What follows belongs to an exercise in optimizing a design on an open flow for small area; a production flow would make more cautious choices. The RTL was checked by simulation tests, not by an equivalence proof against the original design.

==> inputs of 12-23 <==
==> flow/design.v <==
module color_centroid
  (
    input         clk,
    input         rst,           
    input  [2:0]  rgbfilter,     
    input         new_frame_i,   
    output [14:0] orig_addr,
    input  [11:0] orig_pxl,
    output        proc_we,
    output [14:0] proc_addr,
    output [11:0] proc_pxl,
    output [7:0]  centroid,
    output        new_centroid,
    output [2:0]  proximity
  );
  reg [14:0] cnt;
  reg        processing;
  reg        we1, we2;
  wire end_cnt = cnt[14] & cnt[11] & cnt[9] & (&cnt[7:0]);  
  always @(posedge clk, posedge rst)
    if (rst) begin
      cnt        <= 15'd0;
      processing <= 1'b0;
      we1        <= 1'b0;
      we2        <= 1'b0;
    end else begin
      we1 <= processing;
      we2 <= we1;
      if (processing) begin
        if (end_cnt) begin
          cnt        <= 15'd0;
          processing <= 1'b0;
        end else
          cnt <= cnt + 1'b1;
      end else if (new_frame_i)
        processing <= 1'b1;
    end
  assign orig_addr = cnt;
  assign proc_we   = we2;
  wire        wnorm = processing & we1;
  wire [14:0] cnt_m2 = cnt - 15'd2;
  assign proc_addr = (cnt_m2 & ~({15{~wnorm}} & 15'h3500)) | {14'd0, ~we1};
  wire frame_done = we1 & ~processing;
  assign new_centroid = we2 & ~we1;
  reg [11:0] pxl_rg;
  reg        thr;
  wire [3:0] red = orig_pxl[11:8];
  wire [3:0] grn = orig_pxl[7:4];
  wire [3:0] blu = orig_pxl[3:0];
  wire red_gt_grn = red > grn;
  wire red_gt_blu = red > blu;
  wire grn_gt_blu = grn > blu;
  wire [3:0] rg_d = red_gt_grn ? red - grn : grn - red;
  wire [3:0] rb_d = red_gt_blu ? red - blu : blu - red;
  wire [3:0] gb_d = grn_gt_blu ? grn - blu : blu - grn;
  wire rg_s = rg_d <= 4'd2;
  wire rb_s = rb_d <= 4'd2;
  wire gb_s = gb_d <= 4'd2;
  wire rg_v = rg_d >= 4'd7;
  wire rb_v = rb_d >= 4'd7;
  wire gb_v = gb_d >= 4'd7;
  reg red_l, grn_l, blu_l, yel_l, cya_l, mag_l, gra_l;
  always @(*) begin
    red_l = 1'b0; grn_l = 1'b0; blu_l = 1'b0; yel_l = 1'b0;
    cya_l = 1'b0; mag_l = 1'b0; gra_l = 1'b0;
    if (red_gt_grn) begin
      if (red_gt_blu) begin
        if (grn_gt_blu) begin
          if (rg_v) red_l = 1'b1;
          else if (rg_s) begin
            if (rb_s) gra_l = 1'b1;
            else if (gb_v) yel_l = 1'b1;
          end
        end else begin
          if (rb_v) red_l = 1'b1;
          else if (rb_s) begin
            if (rg_s) gra_l = 1'b1;
            else if (gb_v) mag_l = 1'b1;
          end
        end
      end else begin
        if (rb_v) blu_l = 1'b1;
        else if (rb_s) begin
          if (gb_s) gra_l = 1'b1;
          else if (rg_v) mag_l = 1'b1;
        end
      end
    end else begin
      if (red_gt_blu) begin
        if (rg_v) grn_l = 1'b1;
        else if (rg_s) begin
          if (rb_v) yel_l = 1'b1;
          else if (gb_s) gra_l = 1'b1;
        end
      end else begin
        if (grn_gt_blu) begin
          if (gb_v) grn_l = 1'b1;
          else if (gb_s) begin
            if (rb_v) cya_l = 1'b1;
            else if (rg_s) gra_l = 1'b1;
          end
        end else begin
          if (gb_v) blu_l = 1'b1;
          else if (gb_s) begin
            if (rb_s) gra_l = 1'b1;
            else if (rg_v) cya_l = 1'b1;
          end
        end
      end
    end
  end
  wire whi_l = gra_l & (&red[3:2]) & (&grn[3:2]) & (&blu[3:2]);
  reg pass;
  always @(*)
    case (rgbfilter)
      3'b100:  pass = red_l;
      3'b010:  pass = grn_l;
      3'b001:  pass = blu_l;
      3'b110:  pass = yel_l;
      3'b101:  pass = mag_l;
      3'b011:  pass = cya_l;
      3'b111:  pass = whi_l;
      default: pass = 1'b1;
    endcase
  always @(posedge clk) begin
    pxl_rg <= orig_pxl;
    thr    <= pass;
  end
  assign proc_pxl = thr ? pxl_rg : 12'd0;
  reg  [3:0] bk;
  wire [3:0] lo = cnt_m2[3:0];
  always @(posedge clk)
    if (!processing)
      bk <= 4'd9;
    else if (cnt[3:0] == 4'd1)
      bk <= (bk == 4'd9) ? 4'd0 : bk + 1'b1;
  wire rowin = (cnt >= 15'd1280) && (cnt < 15'd17920);
  wire colin = (bk >= 4'd1) && (bk <= 4'd8);
  wire pi    = thr & colin & rowin;
  wire       lastc = (lo == 4'd15);
  wire [2:0] grp   = lastc ? bk[2:0] : bk[2:0] - 1'b1;
  reg [13:0] cnt_t;
  reg [12:0] cnt_l, cnt_012, cnt_567;
  reg [11:0] cnt_01, cnt_67;
  reg [10:0] cnt_0, cnt_7;
  wire clr = ~|cnt[14:10];
  always @(posedge clk)
    if (clr) begin
      cnt_t <= 0; cnt_l <= 0; cnt_012 <= 0; cnt_567 <= 0;
      cnt_01 <= 0; cnt_67 <= 0; cnt_0 <= 0; cnt_7 <= 0;
    end else if (pi) begin
      cnt_t <= cnt_t + 1'b1;
      if (grp <= 3'd3) cnt_l   <= cnt_l + 1'b1;
      if (grp <= 3'd2) cnt_012 <= cnt_012 + 1'b1;
      if (grp <= 3'd1) cnt_01  <= cnt_01 + 1'b1;
      if (grp >= 3'd5) cnt_567 <= cnt_567 + 1'b1;
      if (grp >= 3'd6) cnt_67  <= cnt_67 + 1'b1;
      if (bk == 4'd1)  cnt_0   <= cnt_0 + 1'b1;
      if (bk == 4'd8)  cnt_7   <= cnt_7 + 1'b1;
    end
  wire [14:0] dif  = {1'b0, cnt_l, 1'b0} - {1'b0, cnt_t};   
  wire        left = ~dif[14] & (|dif[13:0]);
  wire [13:0] adif = dif[14] ? (~dif[13:0] + 1'b1) : dif[13:0];
  wire [12:0] half = cnt_t[13:1];
  reg [7:0] cen_tmp;
  always @(*) begin
    cen_tmp = 8'd0;
    if (cnt_t <= 14'd128)
      cen_tmp = 8'd0;
    else if (adif < {4'd0, cnt_t[13:4]})
      cen_tmp = 8'b00011000;
    else if (left) begin
      if (cnt_0 >= half)        cen_tmp[0] = 1'b1;
      else if (cnt_01 >= half)  cen_tmp[1] = 1'b1;
      else if (cnt_012 >= half) cen_tmp[2] = 1'b1;
      else                      cen_tmp[3] = 1'b1;
    end else begin
      if (cnt_7 >= half)        cen_tmp[7] = 1'b1;
      else if (cnt_67 >= half)  cen_tmp[6] = 1'b1;
      else if (cnt_567 >= half) cen_tmp[5] = 1'b1;
      else                      cen_tmp[4] = 1'b1;
    end
  end
  reg [2:0] prox_tmp;
  always @(*)
    if (cnt_t[13])      prox_tmp = 3'd7;
    else if (cnt_t[12]) prox_tmp = cnt_t[11] ? 3'd7 : 3'd6;
    else if (cnt_t[11]) prox_tmp = 3'd5;
    else if (cnt_t[10]) prox_tmp = 3'd4;
    else if (cnt_t[9])  prox_tmp = 3'd3;
    else if (cnt_t[8])  prox_tmp = 3'd2;
    else if (cnt_t[7])  prox_tmp = 3'd1;
    else                prox_tmp = 3'd0;
  reg [7:0] cen_o;
  reg [2:0] prox_o;
  always @(posedge clk, posedge rst)
    if (rst) begin
      cen_o  <= 8'd0;
      prox_o <= 3'd0;
    end else if (frame_done) begin
      cen_o  <= cen_tmp;
      prox_o <= prox_tmp;
    end
  assign centroid  = cen_o;
  assign proximity = prox_o;
endmodule
==> flow/run.sh <==
#!/bin/bash
# synth_recipe.tcl (not shown) runs the flow's synth.tcl, then flattens the netlist and writes it again
# the make line also repeats each setting of config.mk as NAME=value (left out here)
make -C /OpenROAD-flow-scripts/flow DESIGN_CONFIG=/design/flow/config.mk WORK_HOME=/design/flow/orfs CLKGATE_MAP_FILE= SYNTH_SCRIPT=/design/flow/synth_recipe.tcl finish
==> flow/config.mk <==
export PLATFORM = sky130hd
export DESIGN_NAME = color_centroid
export DESIGN_NICKNAME = color_centroid
export VERILOG_FILES = /design/flow/design.v
export SDC_FILE = /design/flow/constraint.sdc
export NUM_CORES = 4
export LEC_CHECK = 0
export CAP_MARGIN = 20
export CORE_MARGIN = 2
export CORE_UTILIZATION = 40
export SLEW_MARGIN = 20
==> flow/constraint.sdc <==
create_clock -name core_clock -period 10.0 [get_ports {clk}]
set_input_delay 2.0000 -clock core_clock [delete_from_list [all_inputs] [get_ports {clk}]]
set_output_delay 2.0000 -clock core_clock [all_outputs]
set_load 0.01 [all_outputs]
==> 08-01 (differences from 12-23) <==
--- a/flow/config.mk
+++ b/flow/config.mk
@@ -6,4 +6,5 @@
 export NUM_CORES = 4
 export LEC_CHECK = 0
+export ABC_AREA = 1
 export CAP_MARGIN = 20
 export CORE_MARGIN = 2
==> impl_metrics.toml <==
[run_status]
run_status = "complete, no violations"

[global_route]
gr-usage-met1_pct = 25.8

[logic_synthesis]
syn_area_mm2 = 0.0104
synthAdderAreaFrac_pct = 17.6

[worst_setup_path]
crit_path_end = "thr"
crit_cells = 11

[power_and_ir_drop]
leakage_nw = 4.83

[floorplan]
die-area_mm2 = 0.0273
That was 12-23.
==> impl_metrics.toml <==
[floorplan]
die-area_mm2 = 0.0295
nWellTaps = 378
die_w_um = 172

[logic_synthesis]
syn_area_mm2 = 0.0113
synthAdderAreaFrac_pct = 16.3

[worst_setup_path]
crit_cells = 10
max_stage_delay_ps = 560
crit_path_end = "proc_addr[13]"

[clocking]
cts_tree = "yes"
ctsHoldBuffers = 0

[power_and_ir_drop]
leakage_nw = 6.05
combPwrFrac_pct = 22.6
powerDensity_mw_per_mm2 = 134

[timing]
holdWs_ps = 459

[run_status]
run_status = "complete, no violations"
That was 08-01.

==> re-timing with driven ports <==
In the flow no input, the clock included, has a driving cell. The finished layouts below were timed again as built, in two steps. Step 1 sets driving cells, clkbuf_16 on the clock port and buf_2 on the other inputs (assumed; they add their load-dependent delay and slew). Step 2 times the ports against the registers' clock, not the clock port: input delays grow and output delays shrink by t, the midpoint of the rising clock arrivals with the driver on. a / b / c = ideal / step 1 / step 2; a / b = the first two.
run	t, ns	setup WS [ns]	latest minus earliest clock arrival (ns)	pins driven straight from the clock port
12-23	0.471	4.637 / 4.654 / 4.184	0.022 / 0.021	1
08-01	0.482	4.820 / 4.771 / 4.845	0.012 / 0.012	1
After both steps every run listed still meets setup and hold. For 12-23, which loses most, drivers alone change the setup slack by +0.017 ns; drivers and shift together by -0.453 ns.
